This is an optimization exercise on Yosys and OpenROAD, whose aim is small area, a short achievable clock period and few clock cycles, not a production implementation.
Where RTL was checked, it was by simulation tests only, not by an equivalence proof against the original.
For runs 1 to 3 and 6, only the layout was checked, not whether the RTL still works.
Power is estimated from default activity; no workload was simulated.

<file path="flow/run.sh">
#!/bin/bash
# synth_recipe.tcl (not shown) runs the flow's synth.tcl, then flattens the netlist and writes it again
# the make line also repeats each setting of config.mk as NAME=value (left out here)
make -C /OpenROAD-flow-scripts/flow DESIGN_CONFIG=/design/flow/config.mk WORK_HOME=/design/flow/orfs CLKGATE_MAP_FILE= SYNTH_SCRIPT=/design/flow/synth_recipe.tcl finish
</file>
<file path="flow/config.mk">
export PLATFORM = sky130hd
export DESIGN_NAME = gemm_controller
export DESIGN_NICKNAME = gemm_controller
export VERILOG_FILES = /design/flow/design.v
export SDC_FILE = /design/flow/constraint.sdc
export NUM_CORES = 4
export LEC_CHECK = 0
export CAP_MARGIN = 20
export CORE_MARGIN = 2
export CORE_UTILIZATION = 40
export PLACE_DENSITY = 0.6
export SETUP_SLACK_MARGIN = 5
export SLEW_MARGIN = 20
</file>
<file path="flow/constraint.sdc">
create_clock -name core_clock -period 8.0 [get_ports {clk}]
set_input_delay 1.6000 -clock core_clock [delete_from_list [all_inputs] [get_ports {clk}]]
set_output_delay 1.6000 -clock core_clock [all_outputs]
set_load 0.01 [all_outputs]
</file>
<file path="flow/design.v">
package mp_types;
  typedef enum logic [1:0] {
    PREC_INT8  = 2'b00,
    PREC_FP16  = 2'b01,
    PREC_FP32  = 2'b10
  } prec_e;
  localparam int W_INT8 = 8;
  localparam int W_FP16 = 16;  
  localparam int W_FP32 = 32;  
  localparam int W_ACC_INT8 = 32;  
endpackage
module mul8_cs (
  input  logic [7:0]    a,
  input  logic [7:0]    b,
  output logic [14:0] s,
  output logic [14:0] c
);
  wire pp_0_0 = a[0] & b[0];
  wire pp_0_1 = a[1] & b[0];
  wire pp_0_2 = a[2] & b[0];
  wire pp_0_3 = a[3] & b[0];
  wire pp_0_4 = a[4] & b[0];
  wire pp_0_5 = a[5] & b[0];
  wire pp_0_6 = a[6] & b[0];
  wire pp_0_7 = ~(a[7] & b[0]);
  wire pp_1_0 = a[0] & b[1];
  wire pp_1_1 = a[1] & b[1];
  wire pp_1_2 = a[2] & b[1];
  wire pp_1_3 = a[3] & b[1];
  wire pp_1_4 = a[4] & b[1];
  wire pp_1_5 = a[5] & b[1];
  wire pp_1_6 = a[6] & b[1];
  wire pp_1_7 = ~(a[7] & b[1]);
  wire pp_2_0 = a[0] & b[2];
  wire pp_2_1 = a[1] & b[2];
  wire pp_2_2 = a[2] & b[2];
  wire pp_2_3 = a[3] & b[2];
  wire pp_2_4 = a[4] & b[2];
  wire pp_2_5 = a[5] & b[2];
  wire pp_2_6 = a[6] & b[2];
  wire pp_2_7 = ~(a[7] & b[2]);
  wire pp_3_0 = a[0] & b[3];
  wire pp_3_1 = a[1] & b[3];
  wire pp_3_2 = a[2] & b[3];
  wire pp_3_3 = a[3] & b[3];
  wire pp_3_4 = a[4] & b[3];
  wire pp_3_5 = a[5] & b[3];
  wire pp_3_6 = a[6] & b[3];
  wire pp_3_7 = ~(a[7] & b[3]);
  wire pp_4_0 = a[0] & b[4];
  wire pp_4_1 = a[1] & b[4];
  wire pp_4_2 = a[2] & b[4];
  wire pp_4_3 = a[3] & b[4];
  wire pp_4_4 = a[4] & b[4];
  wire pp_4_5 = a[5] & b[4];
  wire pp_4_6 = a[6] & b[4];
  wire pp_4_7 = ~(a[7] & b[4]);
  wire pp_5_0 = a[0] & b[5];
  wire pp_5_1 = a[1] & b[5];
  wire pp_5_2 = a[2] & b[5];
  wire pp_5_3 = a[3] & b[5];
  wire pp_5_4 = a[4] & b[5];
  wire pp_5_5 = a[5] & b[5];
  wire pp_5_6 = a[6] & b[5];
  wire pp_5_7 = ~(a[7] & b[5]);
  wire pp_6_0 = a[0] & b[6];
  wire pp_6_1 = a[1] & b[6];
  wire pp_6_2 = a[2] & b[6];
  wire pp_6_3 = a[3] & b[6];
  wire pp_6_4 = a[4] & b[6];
  wire pp_6_5 = a[5] & b[6];
  wire pp_6_6 = a[6] & b[6];
  wire pp_6_7 = ~(a[7] & b[6]);
  wire pp_7_0 = ~(a[0] & b[7]);
  wire pp_7_1 = ~(a[1] & b[7]);
  wire pp_7_2 = ~(a[2] & b[7]);
  wire pp_7_3 = ~(a[3] & b[7]);
  wire pp_7_4 = ~(a[4] & b[7]);
  wire pp_7_5 = ~(a[5] & b[7]);
  wire pp_7_6 = ~(a[6] & b[7]);
  wire pp_7_7 = a[7] & b[7];
  wire hs1 = pp_0_6 ^ pp_1_5;
  wire hc2 = pp_0_6 & pp_1_5;
  wire fs3 = pp_0_7 ^ pp_1_6 ^ pp_2_5;
  wire fc4 = (pp_0_7 & pp_1_6) | (pp_0_7 & pp_2_5) | (pp_1_6 & pp_2_5);
  wire hs5 = pp_3_4 ^ pp_4_3;
  wire hc6 = pp_3_4 & pp_4_3;
  wire fs7 = pp_1_7 ^ pp_2_6 ^ pp_3_5;
  wire fc8 = (pp_1_7 & pp_2_6) | (pp_1_7 & pp_3_5) | (pp_2_6 & pp_3_5);
  wire fs9 = pp_4_4 ^ pp_5_3 ^ pp_6_2;
  wire fc10 = (pp_4_4 & pp_5_3) | (pp_4_4 & pp_6_2) | (pp_5_3 & pp_6_2);
  wire fs11 = pp_2_7 ^ pp_3_6 ^ pp_4_5;
  wire fc12 = (pp_2_7 & pp_3_6) | (pp_2_7 & pp_4_5) | (pp_3_6 & pp_4_5);
  wire hs13 = pp_0_4 ^ pp_1_3;
  wire hc14 = pp_0_4 & pp_1_3;
  wire fs15 = pp_0_5 ^ pp_1_4 ^ pp_2_3;
  wire fc16 = (pp_0_5 & pp_1_4) | (pp_0_5 & pp_2_3) | (pp_1_4 & pp_2_3);
  wire hs17 = pp_3_2 ^ pp_4_1;
  wire hc18 = pp_3_2 & pp_4_1;
  wire fs19 = hs1 ^ pp_2_4 ^ pp_3_3;
  wire fc20 = (hs1 & pp_2_4) | (hs1 & pp_3_3) | (pp_2_4 & pp_3_3);
  wire fs21 = pp_4_2 ^ pp_5_1 ^ pp_6_0;
  wire fc22 = (pp_4_2 & pp_5_1) | (pp_4_2 & pp_6_0) | (pp_5_1 & pp_6_0);
  wire fs23 = fs3 ^ hs5 ^ pp_5_2;
  wire fc24 = (fs3 & hs5) | (fs3 & pp_5_2) | (hs5 & pp_5_2);
  wire fs25 = pp_6_1 ^ pp_7_0 ^ hc2;
  wire fc26 = (pp_6_1 & pp_7_0) | (pp_6_1 & hc2) | (pp_7_0 & hc2);
  wire fs27 = fs7 ^ fs9 ^ pp_7_1;
  wire fc28 = (fs7 & fs9) | (fs7 & pp_7_1) | (fs9 & pp_7_1);
  wire fs29 = 1'b1 ^ fc4 ^ hc6;
  wire fc30 = (1'b1 & fc4) | (1'b1 & hc6) | (fc4 & hc6);
  wire fs31 = fs11 ^ pp_5_4 ^ pp_6_3;
  wire fc32 = (fs11 & pp_5_4) | (fs11 & pp_6_3) | (pp_5_4 & pp_6_3);
  wire fs33 = pp_7_2 ^ fc8 ^ fc10;
  wire fc34 = (pp_7_2 & fc8) | (pp_7_2 & fc10) | (fc8 & fc10);
  wire fs35 = pp_3_7 ^ pp_4_6 ^ pp_5_5;
  wire fc36 = (pp_3_7 & pp_4_6) | (pp_3_7 & pp_5_5) | (pp_4_6 & pp_5_5);
  wire fs37 = pp_6_4 ^ pp_7_3 ^ fc12;
  wire fc38 = (pp_6_4 & pp_7_3) | (pp_6_4 & fc12) | (pp_7_3 & fc12);
  wire fs39 = pp_4_7 ^ pp_5_6 ^ pp_6_5;
  wire fc40 = (pp_4_7 & pp_5_6) | (pp_4_7 & pp_6_5) | (pp_5_6 & pp_6_5);
  wire hs41 = pp_0_3 ^ pp_1_2;
  wire hc42 = pp_0_3 & pp_1_2;
  wire fs43 = hs13 ^ pp_2_2 ^ pp_3_1;
  wire fc44 = (hs13 & pp_2_2) | (hs13 & pp_3_1) | (pp_2_2 & pp_3_1);
  wire fs45 = fs15 ^ hs17 ^ pp_5_0;
  wire fc46 = (fs15 & hs17) | (fs15 & pp_5_0) | (hs17 & pp_5_0);
  wire fs47 = fs19 ^ fs21 ^ fc16;
  wire fc48 = (fs19 & fs21) | (fs19 & fc16) | (fs21 & fc16);
  wire fs49 = fs23 ^ fs25 ^ fc20;
  wire fc50 = (fs23 & fs25) | (fs23 & fc20) | (fs25 & fc20);
  wire fs51 = fs27 ^ fs29 ^ fc24;
  wire fc52 = (fs27 & fs29) | (fs27 & fc24) | (fs29 & fc24);
  wire fs53 = fs31 ^ fs33 ^ fc28;
  wire fc54 = (fs31 & fs33) | (fs31 & fc28) | (fs33 & fc28);
  wire fs55 = fs35 ^ fs37 ^ fc32;
  wire fc56 = (fs35 & fs37) | (fs35 & fc32) | (fs37 & fc32);
  wire fs57 = fs39 ^ pp_7_4 ^ fc36;
  wire fc58 = (fs39 & pp_7_4) | (fs39 & fc36) | (pp_7_4 & fc36);
  wire fs59 = pp_5_7 ^ pp_6_6 ^ pp_7_5;
  wire fc60 = (pp_5_7 & pp_6_6) | (pp_5_7 & pp_7_5) | (pp_6_6 & pp_7_5);
  wire hs61 = pp_0_2 ^ pp_1_1;
  wire hc62 = pp_0_2 & pp_1_1;
  wire fs63 = hs41 ^ pp_2_1 ^ pp_3_0;
  wire fc64 = (hs41 & pp_2_1) | (hs41 & pp_3_0) | (pp_2_1 & pp_3_0);
  wire fs65 = fs43 ^ pp_4_0 ^ hc42;
  wire fc66 = (fs43 & pp_4_0) | (fs43 & hc42) | (pp_4_0 & hc42);
  wire fs67 = fs45 ^ hc14 ^ fc44;
  wire fc68 = (fs45 & hc14) | (fs45 & fc44) | (hc14 & fc44);
  wire fs69 = fs47 ^ hc18 ^ fc46;
  wire fc70 = (fs47 & hc18) | (fs47 & fc46) | (hc18 & fc46);
  wire fs71 = fs49 ^ fc22 ^ fc48;
  wire fc72 = (fs49 & fc22) | (fs49 & fc48) | (fc22 & fc48);
  wire fs73 = fs51 ^ fc26 ^ fc50;
  wire fc74 = (fs51 & fc26) | (fs51 & fc50) | (fc26 & fc50);
  wire fs75 = fs53 ^ fc30 ^ fc52;
  wire fc76 = (fs53 & fc30) | (fs53 & fc52) | (fc30 & fc52);
  wire fs77 = fs55 ^ fc34 ^ fc54;
  wire fc78 = (fs55 & fc34) | (fs55 & fc54) | (fc34 & fc54);
  wire fs79 = fs57 ^ fc38 ^ fc56;
  wire fc80 = (fs57 & fc38) | (fs57 & fc56) | (fc38 & fc56);
  wire fs81 = fs59 ^ fc40 ^ fc58;
  wire fc82 = (fs59 & fc40) | (fs59 & fc58) | (fc40 & fc58);
  wire fs83 = pp_6_7 ^ pp_7_6 ^ fc60;
  wire fc84 = (pp_6_7 & pp_7_6) | (pp_6_7 & fc60) | (pp_7_6 & fc60);
  assign s[0] = pp_0_0;
  assign c[0] = 1'b0;
  assign s[1] = pp_0_1;
  assign c[1] = pp_1_0;
  assign s[2] = hs61;
  assign c[2] = pp_2_0;
  assign s[3] = fs63;
  assign c[3] = hc62;
  assign s[4] = fs65;
  assign c[4] = fc64;
  assign s[5] = fs67;
  assign c[5] = fc66;
  assign s[6] = fs69;
  assign c[6] = fc68;
  assign s[7] = fs71;
  assign c[7] = fc70;
  assign s[8] = fs73;
  assign c[8] = fc72;
  assign s[9] = fs75;
  assign c[9] = fc74;
  assign s[10] = fs77;
  assign c[10] = fc76;
  assign s[11] = fs79;
  assign c[11] = fc78;
  assign s[12] = fs81;
  assign c[12] = fc80;
  assign s[13] = fs83;
  assign c[13] = fc82;
  assign s[14] = pp_7_7;
  assign c[14] = fc84;
endmodule
module gemm_controller #(
  parameter int MAX_ELEMS = 16384,
  parameter mp_types::prec_e PREC = mp_types::PREC_INT8
)(
  input  logic        clk,
  input  logic        rstn,
  input  logic        start,
  input  logic [15:0] M, K, Ncols,
  output logic        done,
  output logic [$clog2(MAX_ELEMS)-1:0] addr_A,
  input  logic [31:0]                  data_A,
  output logic [$clog2(MAX_ELEMS)-1:0] addr_B,
  input  logic [31:0]                  data_B,
  output logic [$clog2(MAX_ELEMS)-1:0] addr_C,
  output logic [31:0]                  data_C,
  output logic                         we_C
);
  localparam int AW = $clog2(MAX_ELEMS);
  logic          run;
  logic [AW-1:0] krem, jrem, irem;
  logic          lk, lj, li;       
  logic          kf;               
  logic          dk, dj;           
  logic [AW-1:0] Kw, Nw, Mw;
  assign Kw = K[AW-1:0];
  assign Nw = Ncols[AW-1:0];
  assign Mw = M[AW-1:0];
  logic [AW-1:0] Kr, Nr;
  always_ff @(posedge clk) begin
    Kr <= Kw;
    Nr <= Nw;
  end
  logic [AW-1:0] csel, cdec;
  logic          cis2;
  assign csel = !lk ? krem : (!lj ? jrem : irem);
  assign cdec = csel - 1'b1;
  assign cis2 = (csel == AW'(2));
  logic [AW-1:0] opA, opB, sumA, sumB;
  logic          negB;
  assign opA  = lk ? Kr : {{(AW-1){~dk}}, 1'b1};
  assign negB = lk ? ~dj : ~dk;
  assign opB  = (lk ? AW'(1) : Nr) ^ {AW{negB}};
  assign sumA = addr_A + opA;
  assign sumB = addr_B + opB + AW'(negB);
  always_ff @(posedge clk) begin
    if (!rstn)     run <= 1'b0;
    else if (!run) run <= start;
    else           run <= ~(lk & lj & li);
  end
  always_ff @(posedge clk) begin
    if (!run) begin
      addr_A <= '0;
      addr_B <= '0;
      dk     <= 1'b1;
      dj     <= 1'b1;
      kf     <= 1'b1;
      krem   <= Kw;   lk <= (K == 16'd1);
      jrem   <= Nw;   lj <= (Ncols == 16'd1);
      irem   <= Mw;   li <= (M == 16'd1);
    end else begin
      kf <= lk;
      if (!lk | lj) addr_A <= sumA;    
      if (!lk | !lj) addr_B <= sumB;   
      if (!lk) begin
        krem <= cdec;
        lk   <= cis2;
      end else begin
        dk   <= ~dk;
        krem <= Kw;
        lk   <= (K == 16'd1);
        if (!lj) begin
          jrem <= cdec;
          lj   <= cis2;
        end else begin
          dj   <= ~dj;
          jrem <= Nw;
          lj   <= (Ncols == 16'd1);
          irem <= cdec;
          li   <= cis2;
        end
      end
    end
  end
  logic f1_first, f1_last, f1_row, f1_fin;
  logic f2_first, f2_last, f2_row, f2_fin;
  logic f3_first, f3_last, f3_row, f3_fin;
  logic f4_first, f4_last, f4_row, f4_fin;
  logic w_row, dc;
  always_ff @(posedge clk) begin
    if (!rstn) begin
      f1_last <= 1'b0; f1_fin <= 1'b0;
      f2_last <= 1'b0; f2_fin <= 1'b0;
      f3_last <= 1'b0; f3_fin <= 1'b0;
      f4_last <= 1'b0; f4_fin <= 1'b0;
      we_C <= 1'b0; done <= 1'b0;
    end else begin
      f1_last <= run & lk;
      f1_fin  <= run & lk & lj & li;
      f2_last <= f1_last; f2_fin <= f1_fin;
      f3_last <= f2_last; f3_fin <= f2_fin;
      f4_last <= f3_last; f4_fin <= f3_fin;
      we_C <= f4_last;
      done <= f4_fin;
    end
  end
  always_ff @(posedge clk) begin
    f1_first <= kf;        f1_row <= lk & lj;
    f2_first <= f1_first;  f2_row <= f1_row;
    f3_first <= f2_first;  f3_row <= f2_row;
    f4_first <= f3_first;  f4_row <= f3_row;
    w_row    <= f4_row;
  end
  logic [AW-1:0] sumC;
  assign sumC = addr_C + (w_row ? Nr : {{(AW-1){~dc}}, 1'b1});
  always_ff @(posedge clk) begin
    if (start) begin
      addr_C <= '0;
      dc     <= 1'b1;
    end else if (we_C) begin
      addr_C <= sumC;
      if (w_row) dc <= ~dc;
    end
  end
  logic [7:0]  a_r, b_r;
  logic [14:0] ms, mc, s_r, c_r;
  logic [15:0] p;
  logic [29:0] acc;
  mul8_cs u_mul (.a(a_r), .b(b_r), .s(ms), .c(mc));
  logic [29:0] aeff;
  logic [16:0] lows;
  logic [13:0] hi, hinc, hdec, hnew;
  assign aeff = f4_first ? 30'd0 : acc;
  assign lows = {1'b0, aeff[15:0]} + {1'b0, p};
  assign hi   = aeff[29:16];
  assign hinc = hi + 1'b1;
  assign hdec = hi - 1'b1;
  assign hnew = (lows[16] & ~p[15]) ? hinc : ((~lows[16] & p[15]) ? hdec : hi);
  always_ff @(posedge clk) begin
    a_r <= data_A[7:0];
    b_r <= data_B[7:0];
    s_r <= ms;
    c_r <= mc;
    p   <= {1'b0, s_r} + {1'b0, c_r} - 16'h8000;
    acc <= {hnew, lows[15:0]};
  end
  assign data_C = {{2{acc[29]}}, acc};
endmodule
</file>
==> results of run 1 <==
-- worst reg2reg max path, stage by stage, from the launching register on --
cell and delay, ps:
dfxtp_4 370, buf_6 140, nor2b_4 120, ha_4 210, or3_4 390, a31oi_4 210
a211oi_4 80, nor3_2 190, o41ai_2 100, buf_4 150, or3_4 340, or3_4 350
mux2_4 310, o221ai_2 140
-- repair_timing --
action,in CTS,in global routing
gates cloned,1,1
buffers inserted,22,22
gates resized for setup,115,45
pin swaps,13,16
endpoints found under the setup margin,106,41
-- path summary, 6_finish.rpt --
check           start        to  cells past startpoint
min          f3_first  f4_first                      0
min reg2reg  f3_first  f4_first                      0
max reg2reg  f4_first   acc[29]                     13
max          f4_first   acc[29]                     13
-- sequential cells by signal, summed over array words and instances, names as in the netlist, 8 cells and up --
signal,flops
Kr,14
Nr,14
a_r,8
acc,30
addr_A,14
addr_B,14
addr_C,14
b_r,8
c_r,14
irem,14
jrem,14
krem,14
p,16
s_r,15
-- Yosys cell counts (all sizes together), types with 5 or more instances --
master / instances
nor3: 26
buf: 6
mux2i: 28
nand3: 28
and2: 63
a21o: 34
xnor2: 47
a31oi: 10
a21boi: 15
xor2: 35
dfxtp: 200
o21ai: 102
o21a: 6
nor2: 95
or3: 9
edfxtp: 30
nand2b: 16
clkbuf: 41
fa: 40
ha: 79
nor2b: 36
a211oi: 9
a21oi: 63
and3: 12
nand2: 132
or2: 5
inv: 69
nand4: 12
nor4: 12
-- metal layers --
metal | wire [um] | track usage | vias to the layer above | part of all wire
met3 | 1330 | 0.0290 | 31 | 0.046
met4 | 371 | 0.0359 | 0 | 0.013
li1 | - | - | 4894 | -
met2 | 13300 | 0.303 | 172 | 0.46
met1 | 14200 | 0.250 | 4517 | 0.49
met5 | 0 | 0 | - | 0
-- cell families after synthesis --
logic type      Yosys count  synth area share
compound gates          275             0.140
xor+xnor                 82            0.0590
fa+ha+maj               119             0.147
buf+inv                 117            0.0368
flops                   230             0.403
mux                      31            0.0261
simple gates            461             0.188
-- stage by stage --
stage                     cell area [um2]   util  setup slack, ps  std cells  power [W]
after global routing                15600  0.522             4700       1902    0.00446
after floorplan                     12300      -             4800       1315    0.00239
after global placement              14000  0.471             4400       1807    0.00279
after CTS                           15200  0.510             4770       1879    0.00417
after detailed placement            14000  0.471             4360       1807    0.00281
final                               15600  0.522             4830       1902    0.00418
-- power by group through the flow --
stage / clock (W) / combinational [W] / sequential [W]
2_1_floorplan: 0 / 0.000847 / 0.00154
3_3_place_gp: 0 / 0.00123 / 0.00156
3_5_place_dp: 0 / 0.00125 / 0.00156
4_1_cts: 0.00132 / 0.00130 / 0.00154
5_1_grt: 0.00138 / 0.00151 / 0.00157
6_report: 0.00129 / 0.00134 / 0.00155
-- layout make-up --
cell class | instances | area [um2]
Sequential cell | 230 | 4950
Inverter | 70 | 263
Timing Repair Buffer | 195 | 1810
Clock inverter | 16 | 215
Fill cell | 2739 | 14200
Multi-Input combinational cell | 968 | 7110
Tap cell | 390 | 488
Clock buffer | 33 | 728
==> impl_metrics.ini, run 1 <==
[pwr]
power_switching_w = 0.00131
peakVddDrop_v = 0.000154
internal_power_w = 0.00287
power.density_nw_per_um2 = 269
p_clk_frac = 0.309
pwr-share-comb = 0.322
p_leak_nw = 6.95
swShare = 0.314
seq_power_share = 0.370

[setup_path]
crit_top_cell = or3_4
required_ps = 8440
max_stage_delay_ps = 390
arrival_ps = 3610
cp_top_family = simple AND/OR/NAND/NOR gates
slowest_stage = or3_4
crit_buf_inv = 2
crit_chain = buf_6 -> nor2b_4 -> ha_4 -> or3_4 -> a31oi_4 -> a211oi_4 -> nor3_2 -> o41ai_2 -> buf_4 -> or3_4 -> or3_4 -> mux2_4 -> o221ai_2
worst-r2r-setup-slack_ps = 4830
worstSetupEndpointType = flop
cp_max_fo = 4
start_kind = flop
critical_path_class = flop to flop

[detailed_routing]
drc_errors = 0
route.final.wire_length_um = 29200
drtPass1Iterations = 4
drt_iter0_markers = 600
antenna_left = 0
via_per_inst = 5.05
routedWlPerCell_um = 15.4
vias = 9614

[sta]
post-route-period-util = 0.396
report.final.slew_viol_count = 0
period_minus_slack_ps = 3170
holdWs_ps = 325
fin_tns_setup_ps = 0
max_freq_mhz = 315
rsz0062_at_grt = true
skew_ps = 14.0
tightest_slew_ps = 1030
hold_violations = 0
setup_viol = 0
slew_headroom = 0.314

[yosys]
synth_seq_cells = 230
synth_seq_area_share = 0.403
ys_types = 64
syn_area_um2 = 12200
yosys-top-cells-area = dfxtp_1, ha_1, edfxtp_1, fa_1, o21ai_0
yosysWarnings = 1
netlist.area_leader.share = 0.329
synth_edf_count = 30
synthFlopType = dfxtp_1
synthCells = 1315
yosysTopAreaCell = dfxtp_1
syn_avg_cell_area_um2 = 9.26
syn_nets = 1549
async_reset_ff_frac = 0

[global_routing]
antenna_found_initial = 0
grt_overflow = 0
grt_pass1_wl_um = 47000
track_usage = 0.182
grt_max_degree = 73
grt_pass1_vias = 9267

[die]
initial_core_util = 0.409
core-area_um2 = 29800
ioPinCount = 191
die_w_um = 178
die_h_um = 178
rows = 63
die_area_um2 = 31900

[clocking]
tritoncts = yes
cts.clk_slew.worst_paths_ps = 60
cts_root_buf = clkbuf_16
clk_path_buf_depth = 3
cts.sinks = 230
numCtsBuffers = 27
cts-htree-levels = 1
postCtsHoldBufs = 0
insertion_delay_ps = 520

[job]
cap_violations = 0

[place]
gp_congestion = 0.814
hpwlAfterDp_um = 20200
numPortBuffers = 142

[worst_hold_path]
hp-class = flop to flop

[run_status]
status = timing/DRC/antenna clean

[finish]
area_growth_pct = 27.8
final_cell_mix = dfxtp_1, nand2_1, nor2_1, o21ai_0, ha_1
layout_commonest_cell = dfxtp_1
finalNetCount = 1726
diodes = 0
layout-drive-gt1-share = 0.123
==> run 2, diff against run 1 <==
==> flow/flow/run.sh (new file) <==
#!/bin/bash
set -euo pipefail
bash standard.sh BUFFER_PORTS_ARGS="-buffer_cell sky130_fd_sc_hd__buf_1" finish > standard_flow.log 2>&1
==> flow/standard.sh (new file) <==
#!/bin/bash
# synth_recipe.tcl (not shown) runs the flow's synth.tcl, then flattens the netlist and writes it again
# the make line also repeats each setting of config.mk as NAME=value (left out here)
make -C /OpenROAD-flow-scripts/flow DESIGN_CONFIG=/design/flow/config.mk WORK_HOME=/design/flow/orfs CLKGATE_MAP_FILE= SYNTH_SCRIPT=/design/flow/synth_recipe.tcl "${@:-finish}"
removed: flow/run.sh
==> run 2 against run 1 <==
Compared with the run above: core utilization fell by 3.1 points; sequential power barely moved; synthesized cell count did not move; global-route usage fell by 0.42 points; critical path depth did not move; count of clock-buffer cells in the layout did not move; critical path type unchanged; critical endpoint unchanged; largest power group unchanged; highest routed layer unchanged.
==> impl_metrics.ini, run 2 <==
[setup_path]
start_kind = flop
worst-r2r-setup-slack_ps = 4850
crit_chain = nor2b_2 -> ha_2 -> fa_2 -> a211o_1 -> o211ai_1 -> a211oi_2 -> nor3_2 -> o41ai_2 -> buf_4 -> or3_4 -> or3_4 -> mux2_4 -> o221ai_2
crit_buf_inv = 1
cp_max_fo = 5
slowest_stage = dfxtp_4
cp_top_family = simple AND/OR/NAND/NOR gates
r2r_end = acc[29]
critical_path_class = flop to flop
max_stage_delay_ps = 400
r2r_cells = 13
crit_top_cell = or3_4
required_ps = 8450
worstSetupEndpointType = flop
arrival_ps = 3600
r2r_start = f4_first

[place]
hpwlAfterDp_um = 20300
pre_cts_slack_ps = 4380
gp_congestion = 0.850
dpl.cell_count = 1807
numPortBuffers = 142

[pwr]
power.density_nw_per_um2 = 281
peakVddDrop_v = 0.000158
internal_power_w = 0.00280
p_leak_nw = 6.23
swShare = 0.319
seq_power_share = 0.373
power_switching_w = 0.00131
pwr-share-comb = 0.302
p_clk_frac = 0.325

[detailed_routing]
drtPass1Iterations = 5
routedWlPerCell_um = 15.1
antenna_left = 0
via_per_inst = 5.10
drt_iter0_markers = 489
vias = 9636
drc_errors = 0
route.final.wire_length_um = 28500

[yosys]
ys_types = 64
synthFlopType = dfxtp_1
netlist.area_leader.share = 0.329
synth_seq_cells = 230
yosysTopAreaCell = dfxtp_1
netlist_top_cells_count = dfxtp_1, nand2_1, o21ai_0
syn_area_um2 = 12200
synth_seq_area_share = 0.403
yosys-top-cells-area = dfxtp_1, ha_1, edfxtp_1, fa_1, o21ai_0
yosysWarnings = 1
synth_edf_count = 30
synth_most_common_cell = dfxtp_1
synthCells = 1315
syn_avg_cell_area_um2 = 9.26
syn_nets = 1549
async_reset_ff_frac = 0

[die]
die_area_um2 = 31900
initial_core_util = 0.409
die_w_um = 178
rows = 63
die_h_um = 178
core-area_um2 = 29800
ioPinCount = 191

[job]
cap_violations = 0

[global_routing]
grt_overflow = 0
grt_pass1_wl_um = 45900
track_usage = 0.178
grt_pass1_vias = 9157
antenna_found_initial = 0
grt_max_degree = 73

[worst_hold_path]
holdPathEnd = f4_first
hold_depth = 0
hp-start = f3_first
hp-class = flop to flop

[clocking]
postCtsHoldBufs = 0
numCtsBuffers = 27
cts.sinks = 230
cts_root_buf = clkbuf_16
tritoncts = yes
cts.clk_slew.worst_paths_ps = 60
insertion_delay_ps = 540
clk_path_buf_depth = 3
cts-htree-levels = 1

[finish]
finalNetCount = 1713
largestRegisters = acc: 30 flops, p: 16 flops, s_r: 15 flops
instances_no_fill = 1889
multi_input_area_um2 = 7100
regMostFlops = acc
layout-drive-gt1-share = 0.112
seq_area_um2 = 4930
area_growth_pct = 20.2
largest_register_ffs = 30
n_fill_cell = 2839
final_util = 0.491
layout_commonest_cell = dfxtp_1
diodes = 0
final_cell_mix = dfxtp_1, buf_1, nand2_1, nor2_1, o21ai_0

[sta]
slew_headroom = 0.337
hold_violations = 0
period_minus_slack_ps = 3150
report.final.slew_viol_count = 0
max_freq_mhz = 318
fin_tns_setup_ps = 0
worst_slack_ps = 4850
holdWs_ps = 324
rsz0062_at_grt = true
post-route-period-util = 0.393
tightest_slew_ps = 994
setup_viol = 0
skew_ps = 9.96

[run_status]
status = timing/DRC/antenna clean
-- run 2: cell count changes in the layout (fill, tap and decap cells not counted), sizes merged --
| cell | change |
|---|---|
| buf | +131 |
| bufinv | +1 |
| clkbuf | -2 |
| clkdlybuf4s50 | -70 |
| clkinv | -4 |
| clkinvlp | +1 |
| dlygate4sd2 | -67 |
| dlymetal6s2s | -5 |
| inv | +2 |
-- run 2: worst reg2reg max path: stages (launching register included) --
cell and delay [ps]:
dfxtp_4 400, nor2b_2 50, ha_2 180, fa_2 340, a211o_1 260, o211ai_1 140, a211oi_2 150, nor3_2 180
o41ai_2 90, buf_4 150, or3_4 340, or3_4 350, mux2_4 310, o221ai_2 150
-- run 2: how the worst max path moves through the flow --
stage | startpoint | endpoint | slack [ps] | depth (start not counted)
6_report | f4_first | acc[29] | 4850 | 13
5_1_grt | f4_first | acc[29] | 4720 | 13
4_1_cts | f4_first | acc[29] | 4760 | 13
3_5_place_dp | f4_first | acc[29] | 4380 | 13
3_3_place_gp | f4_first | acc[29] | 4410 | 13
2_1_floorplan | f4_first | acc[29] | 4800 | 14
-- run 2: cells by family (layout without fill, tap and decap cells) --
kind of cell / count (synthesis) / count (layout) / share of synthesized area
adder cells (fa/ha/maj): 119 / 119 / 0.147
AO/OA/AOI/OAI: 275 / 275 / 0.140
XOR/XNOR: 82 / 82 / 0.0590
flip-flops: 230 / 230 / 0.403
multiplexers: 31 / 31 / 0.0261
AND/OR/NAND/NOR: 461 / 461 / 0.188
buffers and inverters: 117 / 301 / 0.0368
-- run 2: per-layer routing --
layer,GRT usage,share of wire,up-vias
li1,-,-,4866
met2,0.283,0.44,218
met1,0.246,0.48,4491
met4,0.0512,0.027,0
met3,0.0339,0.053,61
met5,0,0,-
-- run 2: stage by stage --
stage	cell area (um2)	total power, W
after floorplan	12300	0.00239
after global placement	13100	0.00266
after detailed placement	13100	0.00268
after CTS	14300	0.00408
after global routing	14600	0.00440
final	14600	0.00412
-- run 2: power by group through the flow --
stage          clock (W)  sequential [W]  combinational, W
6_report         0.00134         0.00154           0.00125
4_1_cts          0.00137         0.00153           0.00118
3_3_place_gp           0         0.00155           0.00111
2_1_floorplan          0         0.00154          0.000847
3_5_place_dp           0         0.00156           0.00113
5_1_grt          0.00142         0.00156           0.00142
-- run 2: cell type report --
cell class                 instances  area share
clock buffer                      33      0.0504
multi-input combinational        968       0.485
tap                              390      0.0333
sequential                       230       0.337
clock inverter                    16      0.0167
inverter                          70      0.0180
timing repair buffer             182      0.0592
-- run 2: what timing repair did --
action	in CTS	in global routing
pin swaps	7	11
gates cloned	1	0
gates resized for setup	27	50
setup buffers	14	18
setup endpoints to repair	33	35
==> run 3, diff against run 2 <==
--- a/flow/design.v
+++ b/flow/design.v
@@ -323,13 +323,13 @@
   logic [29:0] acc;
   mul8_cs u_mul (.a(a_r), .b(b_r), .s(ms), .c(mc));
-  logic [29:0] aeff;
   logic [16:0] lows;
-  logic [13:0] hi, hinc, hdec, hnew;
-  assign aeff = f4_first ? 30'd0 : acc;
-  assign lows = {1'b0, aeff[15:0]} + {1'b0, p};
-  assign hi   = aeff[29:16];
+  logic [13:0] hi, hinc, hdec, hsum;
+  logic [29:0] accn;
+  assign lows = {1'b0, acc[15:0]} + {1'b0, p};
+  assign hi   = acc[29:16];
   assign hinc = hi + 1'b1;
   assign hdec = hi - 1'b1;
-  assign hnew = (lows[16] & ~p[15]) ? hinc : ((~lows[16] & p[15]) ? hdec : hi);
+  assign hsum = (lows[16] & ~p[15]) ? hinc : ((~lows[16] & p[15]) ? hdec : hi);
+  assign accn = f4_first ? {{14{p[15]}}, p} : {hsum, lows[15:0]};
   always_ff @(posedge clk) begin
     a_r <= data_A[7:0];
@@ -338,5 +338,5 @@
     c_r <= mc;
     p   <= {1'b0, s_r} + {1'b0, c_r} - 16'h8000;
-    acc <= {hnew, lows[15:0]};
+    acc <= accn;
   end
   assign data_C = {{2{acc[29]}}, acc};
==> run 3 against run 2 <==
Compared with the run above: critical path type unchanged; worst setup slack lost 210 ps; area after synthesis grew 7.4%; sequential cell count is the same; routed wire length is 9.0% higher; sequential share of layout area is 0.65 points lower.
==> impl_metrics.ini, run 3 <==
[run_status]
status = timing/DRC/antenna clean

[sta]
skew_ps = 12.0
period_minus_slack_ps = 3360
setup_viol = 0
fin_tns_setup_ps = 0
tightest_slew_ps = 1040
holdWs_ps = 326
max_freq_mhz = 297
slew_headroom = 0.308
report.final.slew_viol_count = 0
hold_violations = 0
post-route-period-util = 0.420
rsz0062_at_grt = true

[setup_path]
cp_max_fo = 8
crit_chain = ha_4 -> and3_4 -> o21ai_0 -> or3_1 -> o21ai_4 -> nand2_4 -> buf_4 -> ha_4 -> o211ai_1 -> o211a_1 -> buf_4 -> o21ai_2 -> a21oi_2 -> mux2i_1 -> nand3_1
required_ps = 8260
arrival_ps = 3620
cp_top_family = compound AO/OA/AOI/OAI gates
critical_path_class = flop to flop
slowest_stage = dfxtp_2
r2r_start = p[14]
crit_buf_inv = 2
start_kind = flop
startpoint = p[14]
worstSetupEndpointType = flop
max_stage_delay_ps = 350

[clocking]
insertion_delay_ps = 530
cts.clk_slew.worst_paths_ps = 60
cts.sinks = 230
clk_path_buf_depth = 3
cts_root_buf = clkbuf_16
tritoncts = yes
cts-htree-levels = 1
postCtsHoldBufs = 0
numCtsBuffers = 27

[place]
gp_congestion = 0.831
numPortBuffers = 142
hpwlAfterDp_um = 22700
dpl.cell_count = 1899

[die]
die_w_um = 185
die_h_um = 185
core-area_um2 = 32400
rows = 66
die_area_um2 = 34100
initial_core_util = 0.404
ioPinCount = 191

[finish]
instances_no_fill = 1964
area_growth_pct = 17.2
finalNetCount = 1747
seq_area_um2 = 5070
largestRegisters = acc: 30 flops, p: 16 flops, s_r: 15 flops
multi_input_area_um2 = 7860
layout-drive-gt1-share = 0.104
diodes = 0
largest_register_ffs = 30
layout_commonest_cell = dfxtp_1
regMostFlops = acc
n_fill_cell = 3114
final_cell_mix = dfxtp_1, buf_1, nand2_1, o21ai_0, a21oi_1

[worst_hold_path]
hp-class = flop to flop
hp-start = f3_first

[yosys]
netlist.area_leader.share = 0.285
ys_types = 80
synthCells = 1357
yosys-top-cells-area = dfxtp_1, edfxtp_1, ha_1, fa_1, o21ai_0
synthFlopType = dfxtp_1
yosysWarnings = 1
yosysTopAreaCell = dfxtp_1
synth_edf_count = 44
netlist_top_cells_count = dfxtp_1, nand2_1, o21ai_0
syn_area_um2 = 13100
syn_nets = 1602
synth_seq_cells = 230
syn_avg_cell_area_um2 = 9.63
async_reset_ff_frac = 0
synth_seq_area_share = 0.386
synth_most_common_cell = dfxtp_1

[global_routing]
grt_overflow = 0
antenna_found_initial = 0
grt_max_degree = 59
track_usage = 0.178
grt_pass1_vias = 9637
grt_pass1_wl_um = 49100

[detailed_routing]
routedWlPerCell_um = 15.8
via_per_inst = 5.19
drtPass1Iterations = 4
vias = 10189
route.final.wire_length_um = 31100
antenna_left = 0
drc_errors = 0
drt_iter0_markers = 509

[job]
cap_violations = 0

[pwr]
total_power_w = 0.00512
power.density_nw_per_um2 = 334
p_leak_nw = 6.44
peakVddDrop_v = 0.000219
[run 3: changes by cell type after synthesis, moves of 13 or more]
cell and change:
nand2_1 -16, dfxtp_1 -14, a21oi_1 +29, nor2b_1 -29, nor3_1 -13, edfxtp_1 +14
[run 3: repair_timing]
action	CTS	global route
pin swaps	19	9
buffers inserted	12	4
gates resized for setup	40	20
setup endpoints to repair	49	20
[run 3: cell families (layout without fill, tap and decap cells)]
logic type	after synthesis	in the layout	share of synthesized area
DFF	230	230	0.386
xor gates and xnor gates	76	76	0.0509
AOI/OAI and AO/OA	366	366	0.176
adders and majority gates	130	130	0.148
buffers and inverters	112	277	0.0354
and+or+nand+nor	399	399	0.159
muxes	44	44	0.0450
[run 3: stage by stage]
step	util	area, um2	setup WS (ps)
final	0.473	15300	4640
after floorplan	-	13100	4680
after global placement	0.434	14000	4310
after detailed placement	0.434	14000	4290
after CTS	0.470	15200	4620
after global routing	0.473	15300	4450
[run 3: path summary, 6_finish.rpt]
path,end,slack (ps),cells past startpoint
setup / recovery,acc[27],4640,15
hold / removal,f4_first,330,0
hold reg to reg,f4_first,330,0
setup reg to reg,acc[27],4640,15
[run 3: layout make-up]
class,count,share of cell area
inverters,63,0.0154
flip-flops and latches,230,0.331
clock buffers,41,0.0514
repair buffers,165,0.0470
clock inverters,8,0.00645
multi-input cells,1015,0.513
well taps,442,0.0361
[run 3: metal layers]
layer / track usage / part of all wire
met5: 0 / 0
met4: 0.0492 / 0.021
met3: 0.0291 / 0.052
met2: 0.276 / 0.44
met1: 0.255 / 0.49
[run 3: report_power, final]
group / switching, W / internal, W
sequential: 0.000146 / 0.00143
clock: 0.000479 / 0.000741
combinational: 0.00126 / 0.00107
==> run 4, diff against run 3 <==
--- a/flow/design.v
+++ b/flow/design.v
@@ -324,12 +324,15 @@
   mul8_cs u_mul (.a(a_r), .b(b_r), .s(ms), .c(mc));
   logic [16:0] lows;
-  logic [13:0] hi, hinc, hdec, hsum;
-  logic [29:0] accn;
-  assign lows = {1'b0, acc[15:0]} + {1'b0, p};
-  assign hi   = acc[29:16];
-  assign hinc = hi + 1'b1;
-  assign hdec = hi - 1'b1;
-  assign hsum = (lows[16] & ~p[15]) ? hinc : ((~lows[16] & p[15]) ? hdec : hi);
-  assign accn = f4_first ? {{14{p[15]}}, p} : {hsum, lows[15:0]};
+  logic [13:0] hi, hinc, hdec, hnew;
+  logic        s_inc, s_dec, s_hold, s_ones;
+  assign lows   = {1'b0, acc[15:0]} + {1'b0, p};
+  assign hi     = acc[29:16];
+  assign hinc   = hi + 1'b1;
+  assign hdec   = hi - 1'b1;
+  assign s_inc  = ~f4_first & lows[16] & ~p[15];
+  assign s_dec  = ~f4_first & ~lows[16] & p[15];
+  assign s_hold = ~f4_first & (lows[16] == p[15]);
+  assign s_ones = f4_first & p[15];
+  assign hnew   = ({14{s_inc}} & hinc) | ({14{s_dec}} & hdec) | ({14{s_hold}} & hi) | {14{s_ones}};
   always_ff @(posedge clk) begin
     a_r <= data_A[7:0];
@@ -338,5 +341,5 @@
     c_r <= mc;
     p   <= {1'b0, s_r} + {1'b0, c_r} - 16'h8000;
-    acc <= accn;
+    acc <= {hnew, f4_first ? p : lows[15:0]};
   end
   assign data_C = {{2{acc[29]}}, acc};
--- a/flow/config.mk
+++ b/flow/config.mk
@@ -8,6 +8,6 @@
 export CAP_MARGIN = 20
 export CORE_MARGIN = 2
-export CORE_UTILIZATION = 40
-export PLACE_DENSITY = 0.6
+export CORE_UTILIZATION = 55
+export PLACE_DENSITY = 0.7
 export SETUP_SLACK_MARGIN = 5
 export SLEW_MARGIN = 20
==> run 4 against run 3 <==
Compared with the run above: still clean; worst hold slack worse by 1.3 ps; core utilization is 18 points higher; maximum frequency is 16% higher; routed wire length is 9.7% lower; clock power hardly changed; critical path depth is 5 lower; synthesized cell count is 3.0% lower; combinational power is 41% lower; via count is 3.6% lower; largest power group is now registers.
==> impl_metrics.ini, run 4 <==
[run_status]
status = timing/DRC/antenna clean

[yosys]
synthSimpleGateAreaFrac = 0.166
synthCells = 1316
yosys-top-cells-area = dfxtp_1, ha_1, edfxtp_1, fa_1, nand2_1
synth_seq_area_share = 0.399
async_reset_ff_frac = 0
syn_area_um2 = 12300
synth-compound-area-share = 0.158
synthAdderAreaFrac = 0.145
synth_top_family_by_area = simple AND/OR/NAND/NOR gates
ys_types = 71
synth_mux_area_frac = 0.0301
synth_xor_area_frac = 0.0641
syn_avg_cell_area_um2 = 9.35
netlist_top_cells_count = dfxtp_1, nand2_1, o21ai_0
synthFlopType = dfxtp_1
yosysTopAreaCell = dfxtp_1
yosysWarnings = 1
synth_seq_cells = 230
synth_most_common_cell = dfxtp_1
synth_edf_count = 30
netlist.area_leader.share = 0.325
syn_nets = 1550

[detailed_routing]
via_per_inst = 5.60
vias = 9822
drtPass1Iterations = 5
drc_errors = 0
routedWlPerCell_um = 16.0
drt_iter0_markers = 541
antenna_left = 0
route.final.wire_length_um = 28100

[sta]
report.final.slew_viol_count = 0
rsz0062_at_grt = true
post-route-period-util = 0.362
slew_headroom = 0.330
hold_violations = 0
fin_tns_setup_ps = 0
skew_ps = 9.76
period_minus_slack_ps = 2900
tightest_slew_ps = 1010
setup_viol = 0
holdWs_ps = 324
max_freq_mhz = 345

[finish]
largestRegisters = acc: 30 flops, p: 16 flops, s_r: 15 flops
finalNetCount = 1689
area_growth_pct = 15.7
layout_commonest_cell = dfxtp_1
largest_register_ffs = 30
finalInstanceArea_um2 = 14200
regMostFlops = acc
instances_no_fill = 1754
final_cell_mix = dfxtp_1, buf_1, nand2_1, o21ai_0, nor2_1
n_fill_cell = 1878
diodes = 0
layout-drive-gt1-share = 0.0712

[die]
die_h_um = 154
die_area_um2 = 23600
core-area_um2 = 21900
die_w_um = 154
rows = 54
initial_core_util = 0.562
ioPinCount = 191

[global_routing]
grt_pass1_wl_um = 45400
antenna_found_initial = 0
track_usage = 0.232
grt_pass1_vias = 9181
grt_max_degree = 50
grt_overflow = 0

[setup_path]
critical_path_class = flop to flop
required_ps = 8220
arrival_ps = 3120
worstSetupEndpointType = flop
start_kind = flop
cp_max_fo = 12

[pwr]
total_power_w = 0.00415
peakVddDrop_v = 0.000178
p_leak_nw = 6.14
power.density_nw_per_um2 = 292

[place]
place_area_um2 = 13000
dpl.cell_count = 1687
numPortBuffers = 142
gp_congestion = 0.900
hpwlAfterDp_um = 20000

[clocking]
numCtsBuffers = 26
cts.clk_slew.worst_paths_ps = 60
cts-htree-levels = 1
clk_path_buf_depth = 3
cts.sinks = 230
tritoncts = yes
insertion_delay_ps = 520
cts_root_buf = clkbuf_16
postCtsHoldBufs = 0

[worst_hold_path]
hp-class = flop to flop

[job]
cap_violations = 0
-- run 4: area by class of cell --
cell class                      count  area, um2  share of cell area
Multi-Input combinational cell    967       7050               0.495
Sequential cell                   230       4920               0.346
Timing Repair Buffer              166        773              0.0543
Clock buffer                       37        743              0.0522
Tap cell                          280        350              0.0246
Inverter                           64        240              0.0169
Clock inverter                     10        150              0.0105
-- run 4: logic make-up (layout without fill, tap and decap cells) --
logic type               Yosys count  in the layout
XOR/XNOR                          90             90
buffers and inverters            119            277
AO/OA/AOI/OAI                    306            306
multiplexers                      36             36
flip-flops                       230            230
adder cells (fa/ha/maj)          119            119
AND/OR/NAND/NOR                  416            416
-- run 4: final timing paths --
path | from | endpoint | slack [ps] | depth (start not counted)
max | lk | jrem[9] | 5100 | 10
min | f4_row | w_row | 320 | 0
max reg2reg | lk | jrem[9] | 5100 | 10
min reg2reg | f4_row | w_row | 320 | 0
-- run 4: timing repair --
item,in CTS,in global routing
setup endpoints to repair,26,13
buffers inserted,4,14
gates resized for setup,17,17
gates cloned,2,0
pin swaps,0,5
-- run 4: stage by stage --
| step | utilization | setup slack [ps] |
|---|---|---|
| finish | 0.650 | 5100 |
| detailed placement | 0.595 | 4350 |
| global route | 0.650 | 4960 |
| floorplan | - | 4840 |
| global placement | 0.595 | 4420 |
| CTS | 0.642 | 5000 |
-- run 4: layer usage --
metal | global-route usage | up-vias | part of all wire
met5 | 0 | - | 0
met3 | 0.0448 | 50 | 0.063
met4 | 0.0550 | 0 | 0.019
met1 | 0.326 | 4629 | 0.47
li1 | - | 4893 | -
met2 | 0.371 | 250 | 0.45
-- run 4: worst max-delay path, stage by stage (launching register included) --
cell and delay, ps:
dfxtp_4 400, clkbuf_2 180, buf_4 140, bufbuf_16 280
mux2i_1 310, nand3_1 200, nor2_1 230, and3_1 250
and3_1 190, xor2_1 270, o21ai_0 140
-- run 4: power by group --
part | leakage (nW) | switching (W) | internal, W
clock | 0.434 | 0.000459 | 0.000771
combinational | 3.74 | 0.000780 | 0.000588
sequential | 1.97 | 0.000171 | 0.00138
Testbench counts of run 4, summed over its fixed seeds: cycles 75,253.
==> run 5, diff against run 4 <==
--- a/flow/config.mk
+++ b/flow/config.mk
@@ -8,6 +8,6 @@
 export CAP_MARGIN = 20
 export CORE_MARGIN = 2
-export CORE_UTILIZATION = 55
-export PLACE_DENSITY = 0.7
+export CORE_UTILIZATION = 40
+export PLACE_DENSITY = 0.6
 export SETUP_SLACK_MARGIN = 5
 export SLEW_MARGIN = 20
==> run 5 against run 4 <==
Compared with the run above: critical path depth increased by 2; power increased by 0.59%; count of clock-buffer cells in the layout decreased by 5; sequential share of layout area decreased by 0.58 points; combinational power about the same; register-to-register slack got worse by 40 ps; critical endpoint is now addr_C[12]; first-iteration DRC count increased by 3.5%; critical path type unchanged; worst hold slack about the same; sequential power about the same; routed wire length increased by 3.4%; via count decreased by 1.9%.
==> impl_metrics.ini, run 5 <==
[global_routing]
grt_pass1_wl_um = 47000
track_usage = 0.179
grt_max_degree = 50
grt_pass1_vias = 9287
grt_overflow = 0
antenna_found_initial = 0

[detailed_routing]
route.final.wire_length_um = 29000
via_per_inst = 5.15
vias = 9636
drc_errors = 0
routedWlPerCell_um = 15.5
drt_iter0_markers = 560
antenna_left = 0
drtPass1Iterations = 5

[setup_path]
start_kind = flop
crit_top_cell = a21o_1
crit_chain = buf_4 -> buf_4 -> a21o_1 -> fa_1 -> a21o_1 -> a21o_1 -> a2111oi_4 -> or3_4 -> a31oi_1 -> o21a_1 -> o21ai_0 -> o311ai_1
cp_max_fo = 7
slowest_stage = fa_1
critical_path_class = flop to flop
arrival_ps = 3340
max_stage_delay_ps = 410
worst-r2r-setup-slack_ps = 5070
required_ps = 8410
worstSetupEndpointType = flop

[yosys]
synth_most_common_cell = dfxtp_1
synth_mux_area_frac = 0.0301
synth_top_family_by_area = simple AND/OR/NAND/NOR gates
syn_nets = 1550
yosysWarnings = 1
syn_avg_cell_area_um2 = 9.35
synthAdderAreaFrac = 0.145
ys_types = 71
synth_xor_area_frac = 0.0641
synth_edf_count = 30
synth_seq_cells = 230
synth_seq_area_share = 0.399
synthFlopType = dfxtp_1
netlist_top_cells_count = dfxtp_1, nand2_1, o21ai_0
yosysTopAreaCell = dfxtp_1
netlist.area_leader.share = 0.325
synthSimpleGateAreaFrac = 0.166
synthCells = 1316
async_reset_ff_frac = 0
yosys-top-cells-area = dfxtp_1, ha_1, edfxtp_1, fa_1, nand2_1
synth-compound-area-share = 0.158
syn_area_um2 = 12300

[finish]
layout-drive-gt1-share = 0.0813
diodes = 0
final_cell_mix = dfxtp_1, buf_1, nand2_1, o21ai_0, nor2_1
largest_register_ffs = 30
regMostFlops = acc
instances_no_fill = 1872
largestRegisters = acc: 30 flops, p: 16 flops, s_r: 15 flops
layout_commonest_cell = dfxtp_1
finalNetCount = 1693
n_fill_cell = 2891
area_growth_pct = 17.6

[sta]
tightest_slew_ps = 1060
setup_viol = 0
rsz0062_at_grt = true
post-route-period-util = 0.367
slew_headroom = 0.292
report.final.slew_viol_count = 0
period_minus_slack_ps = 2930
hold_violations = 0
fin_tns_setup_ps = 0
worst_slack_ps = 5070
max_freq_mhz = 341
skew_ps = 17.3

[die]
die_h_um = 179
ioPinCount = 191
die_area_um2 = 32200
initial_core_util = 0.404
die_w_um = 179
rows = 64
core-area_um2 = 30400

[clocking]
insertion_delay_ps = 540
numCtsBuffers = 26
cts.clk_slew.worst_paths_ps = 60
clk_path_buf_depth = 3
cts-htree-levels = 1
cts_root_buf = clkbuf_16
tritoncts = yes
cts.sinks = 230

[pwr]
internal_power_w = 0.00275
p_leak_nw = 6.20
seq_power_share = 0.372
power_switching_w = 0.00143
power.density_nw_per_um2 = 289
p_clk_frac = 0.299
pwr-share-comb = 0.330
swShare = 0.343
peakVddDrop_v = 0.000128

[worst_hold_path]
hp-class = flop to flop

[place]
hpwlAfterDp_um = 20800
numPortBuffers = 142
gp_congestion = 0.837
pre_cts_slack_ps = 4490
dpl.cell_count = 1805

[run_status]
status = timing/DRC/antenna clean

[job]
cap_violations = 0
[run 5: cell counts after synthesis]
No cell type changed its count.
[run 5: metal layers]
metal	up-vias	wire (um)	GRT usage
met2	172	13000	0.286
li1	4885	-	-
met3	38	1290	0.0283
met5	-	0	0
met4	0	418	0.0380
met1	4541	14300	0.256
[run 5: layout make-up]
| cell class | count | area [um2] | share of cell area |
|---|---|---|---|
| timing repair buffer | 169 | 796 | 0.0550 |
| clock inverter | 13 | 185 | 0.0128 |
| clock buffer | 32 | 724 | 0.0501 |
| inverter | 64 | 240 | 0.0166 |
| multi-input combinational | 968 | 7100 | 0.491 |
| sequential | 230 | 4920 | 0.340 |
| tap | 396 | 495 | 0.0343 |
[run 5: cell families after synthesis]
logic type / Yosys count
mux: 36
buf+inv: 119
flops: 230
simple gates: 416
compound gates: 306
fa+ha+maj: 119
xor+xnor: 90
[run 5: stage by stage]
step                       util  total power (W)  cell area, um2  hold slack [ps]
after floorplan               -          0.00261           12400              310
after global placement    0.433          0.00291           13200              311
after detailed placement  0.433          0.00293           13200              312
after CTS                 0.468          0.00420           14200              326
after global routing      0.475          0.00450           14500              328
final                     0.475          0.00418           14500              325
[run 5: worst max-delay path, delay by kind of cell, from the launching register on]
family                   cells  cell delay (ps)
AO/OA/AOI/OAI                8             1520
adder cells (fa/ha/maj)      1              410
buffers and inverters        2              300
flip-flops                   1              380
AND/OR/NAND/NOR              1              190
[run 5: final timing paths]
check,startpoint,to,cells past startpoint
setup reg to reg,w_row,addr_C[12],12
hold reg to reg,f4_row,w_row,0
hold / removal,f4_row,w_row,0
setup / recovery,w_row,addr_C[12],12
[run 5: timing repair]
action	4_1_cts	5_1_grt
cloned	1	1
setup endpoints to repair	29	22
hold buffers	0	0
pin swaps	0	9
setup buffers	6	14
gates resized for setup	16	32
[run 5: power by group through the flow]
stage | Combinational [W] | Clock [W] | Sequential (W)
after floorplan | 0.00106 | 0 | 0.00155
after global placement | 0.00133 | 0 | 0.00157
after detailed placement | 0.00136 | 0 | 0.00158
after CTS | 0.00137 | 0.00128 | 0.00155
after global routing | 0.00158 | 0.00133 | 0.00159
final | 0.00138 | 0.00125 | 0.00155
==> run 6, diff against run 5 <==
--- a/flow/design.v
+++ b/flow/design.v
@@ -222,9 +222,4 @@
   assign Nw = Ncols[AW-1:0];
   assign Mw = M[AW-1:0];
-  logic [AW-1:0] Kr, Nr;
-  always_ff @(posedge clk) begin
-    Kr <= Kw;
-    Nr <= Nw;
-  end
   logic [AW-1:0] csel, cdec;
   logic          cis2;
@@ -234,7 +229,7 @@
   logic [AW-1:0] opA, opB, sumA, sumB;
   logic          negB;
-  assign opA  = lk ? Kr : {{(AW-1){~dk}}, 1'b1};
+  assign opA  = lk ? Kw : {{(AW-1){~dk}}, 1'b1};
   assign negB = lk ? ~dj : ~dk;
-  assign opB  = (lk ? AW'(1) : Nr) ^ {AW{negB}};
+  assign opB  = (lk ? AW'(1) : Nw) ^ {AW{negB}};
   assign sumA = addr_A + opA;
   assign sumB = addr_B + opB + AW'(negB);
@@ -308,5 +303,5 @@
   end
   logic [AW-1:0] sumC;
-  assign sumC = addr_C + (w_row ? Nr : {{(AW-1){~dc}}, 1'b1});
+  assign sumC = addr_C + (w_row ? Nw : {{(AW-1){~dc}}, 1'b1});
   always_ff @(posedge clk) begin
     if (start) begin
==> run 6 against run 5 <==
Compared with the run above: still clean on timing, DRC and antenna; first-iteration DRC count down 2.1%; largest cell class unchanged; maximum frequency down 12%; via count up 0.22%; worst hold slack worse by 1.7 ps; clock power down 9%; largest power group is now combinational logic.
==> impl_metrics.ini, run 6 <==
[sta]
post-route-period-util = 0.418
hold_violations = 0
fin_tns_setup_ps = 0
period_minus_slack_ps = 3340
rsz0062_at_grt = true
max_freq_mhz = 299
setup_viol = 0
skew_ps = 9.60
holdWs_ps = 323
worst_slack_ps = 4660
tightest_slew_ps = 1010
report.final.slew_viol_count = 0
slew_headroom = 0.325

[finish]
finalInstanceArea_um2 = 14300
final_util = 0.495
layout_commonest_cell = dfxtp_1
area_growth_pct = 20.8
layout-drive-gt1-share = 0.131
n_fill_cell = 2768
regMostFlops = acc
largestRegisters = acc: 30 flops, p: 16 flops, s_r: 15 flops
finalNetCount = 1693
final_cell_mix = dfxtp_1, nand2_1, buf_1, nor2_1, a21oi_1
largest_register_ffs = 30

[global_routing]
track_usage = 0.189
use_met3 = 0.0355
grt_max_degree = 53
antenna_found_initial = 1
grt_pass1_wl_um = 47500
grt_overflow = 0
grt_util_met1 = 0.263
grt_util_met2 = 0.294
grt_pass1_vias = 9157
busiest_layer = met2

[die]
rows = 62
ioPinCount = 191
initial_core_util = 0.409
die_h_um = 176
die_area_um2 = 30900
core-area_um2 = 28900
die_w_um = 176

[yosys]
synthSimpleGateAreaFrac = 0.178
synthCells = 1299
async_reset_ff_frac = 0
netlist.area_leader.share = 0.291
synth_most_common_cell = dfxtp_1
synthAdderAreaFrac = 0.151
synth_edf_count = 30
synth_seq_area_share = 0.368
ys_types = 77
synth_seq_cells = 202
netlist_top_cells_count = dfxtp_1, nand2_1, nor2_1
synth_xor_area_frac = 0.0681
yosysTopAreaCell = dfxtp_1
syn_nets = 1533
yosysWarnings = 1
synthFlopType = dfxtp_1
synth-compound-area-share = 0.165
syn_avg_cell_area_um2 = 9.10
yosys-top-cells-area = dfxtp_1, ha_1, edfxtp_1, fa_1, nand2_1
syn_area_um2 = 11800
synth_top_family_by_area = simple AND/OR/NAND/NOR gates
synth_mux_area_frac = 0.0335

[run_status]
status = timing/DRC/antenna clean

[setup_path]
slowest_stage = a2111o_1
worstSetupEndpointType = flop
required_ps = 8430
crit_top_cell = a21o_1
crit_buf_inv = 1
start_kind = primary input
critical_path_class = primary input to flop
arrival_ps = 3780
crit_chain = buf_8 -> nand2b_4 -> ha_4 -> fa_2 -> a21o_1 -> a21o_1 -> a21oi_2 -> o21ai_2 -> a211oi_2 -> o21bai_1 -> a2111o_1 -> o221ai_1
max_stage_delay_ps = 370
cp_top_family = compound AO/OA/AOI/OAI gates
cp_max_fo = 6

[detailed_routing]
antenna_left = 0
route.final.wire_length_um = 29900
vias = 9657
routedWlPerCell_um = 16.0
via_per_inst = 5.19
drc_errors = 0
drt_iter0_markers = 548
drtPass1Iterations = 5

[clocking]
numCtsBuffers = 25
postCtsHoldBufs = 0
cts.sinks = 202
cts.clk_slew.worst_paths_ps = 60
tritoncts = yes
insertion_delay_ps = 520
cts-htree-levels = 1
cts_root_buf = clkbuf_16
clk_path_buf_depth = 3

[pwr]
internal_power_w = 0.00256
p_leak_nw = 6.09
seq_power_share = 0.352
swShare = 0.360
peakVddDrop_v = 0.000126
p_clk_frac = 0.284
pwr-share-comb = 0.364
power_switching_w = 0.00144
power.density_nw_per_um2 = 281

[place]
gp_congestion = 0.848
place_area_um2 = 12800
hpwlAfterDp_um = 21200
pre_cts_slack_ps = 3780
numPortBuffers = 142

[worst_hold_path]
hp-class = flop to flop

[job]
cap_violations = 0
[run 6: cell types whose count changed in the layout (fill, tap and decap cells not counted), sizes merged, moves of 5 or more]
cell,delta
buf,+16
a211oi,-6
nor2,+12
xnor2,-11
or3,+5
a21oi,+11
xor2,+12
a31o,+5
dfxtp,-28
a2bb2oi,+5
inv,-8
[run 6: routing by layer]
| metal | share of wire | vias to the layer above | routed length (um) |
|---|---|---|---|
| met5 | 0 | - | 0 |
| met4 | 0.028 | 0 | 823 |
| met3 | 0.054 | 57 | 1600 |
| met2 | 0.44 | 207 | 13200 |
| met1 | 0.48 | 4537 | 14300 |
| li1 | - | 4856 | - |
[run 6: through the flow]
step / instances / power, W
after floorplan: 1299 / 0.00251
after global placement: 1778 / 0.00284
after detailed placement: 1778 / 0.00286
after CTS: 1849 / 0.00403
after global routing: 1862 / 0.00429
final: 1862 / 0.00401
[run 6: what timing repair did]
action | CTS | global route
pin swaps | 31 | 30
buffers inserted | 26 | 12
setup endpoints to repair | 33 | 28
gates resized for setup | 57 | 47
[run 6: worst paths after layout]
check	slack, ps	cells after the start	end	from
worst min register to register	320	0	p[0]	s_r[0]
worst max-delay path	4660	12	addr_C[12]	Ncols[0]
worst min-delay path	320	0	p[0]	s_r[0]
worst max register to register	4870	13	addr_B[12]	lk
[run 6: cells by family (layout without fill, tap and decap cells)]
kind of cell,count (synthesis),in the layout
AND/OR/NAND/NOR,432,432
flip-flops,202,202
adder cells (fa/ha/maj),119,119
AO/OA/AOI/OAI,309,309
multiplexers,38,38
XOR/XNOR,91,91
other,0,1
buffers and inverters,108,286
[run 6: layout make-up]
cell class	instances	area [um2]	share of cell area
multi-input cells	989	7420	0.520
diodes	1	2.50	0.000175
well taps	384	480	0.0337
repair buffers	185	967	0.0677
clock inverters	13	153	0.0107
clock buffers	32	682	0.0478
inverters	56	210	0.0147
flip-flops and latches	202	4360	0.306
[run 6: power by group through the flow]
stage	sequential (W)	clock [W]	combinational (W)
3_3_place_gp	0.00143	0	0.00141
3_5_place_dp	0.00143	0	0.00143
2_1_floorplan	0.00140	0	0.00110
4_1_cts	0.00141	0.00117	0.00145
5_1_grt	0.00143	0.00121	0.00165
6_report	0.00141	0.00114	0.00146

==> what the ideal ports hide <==
Ports are ideal in the flow. The routed layouts listed here were re-timed in OpenROAD.
Step 1 sets driving cells, clkbuf_16 on the clock port and buf_2 on the other inputs (assumed; they add their load-dependent delay and slew).
Step 2 also shifts input and output timing later by t, the mid clock arrival at the registers, as if the neighbouring blocks saw the same clock.
Slacks: no drivers / after step 1 / after step 2; pairs: no drivers / after step 1.
run | t, ns | setup WS [ns] | worst setup path at the end | latest minus earliest clock arrival (ns) | cell pins on the clock port's net
run 1 | 0.568 | 4.829 / 4.829 / 4.780 | input to register | 0.017 / 0.017 | 1
run 2 | 0.577 | 4.852 / 4.852 / 4.852 | register to register | 0.011 / 0.011 | 1
run 3 | 0.579 | 4.638 / 4.638 / 4.638 | register to register | 0.015 / 0.016 | 1
run 4 | 0.564 | 5.101 / 5.095 / 5.101 | register to register | 0.011 / 0.011 | 1
run 5 | 0.575 | 5.066 / 5.066 / 5.066 | register to register | 0.020 / 0.019 | 1
run 6 | 0.569 | 4.658 / 4.672 / 4.103 | input to register | 0.010 / 0.011 | 1
After both steps every run listed still meets setup and hold. For run 6, which loses most, drivers alone change the setup slack by +0.014 ns; drivers and shift together by -0.555 ns.
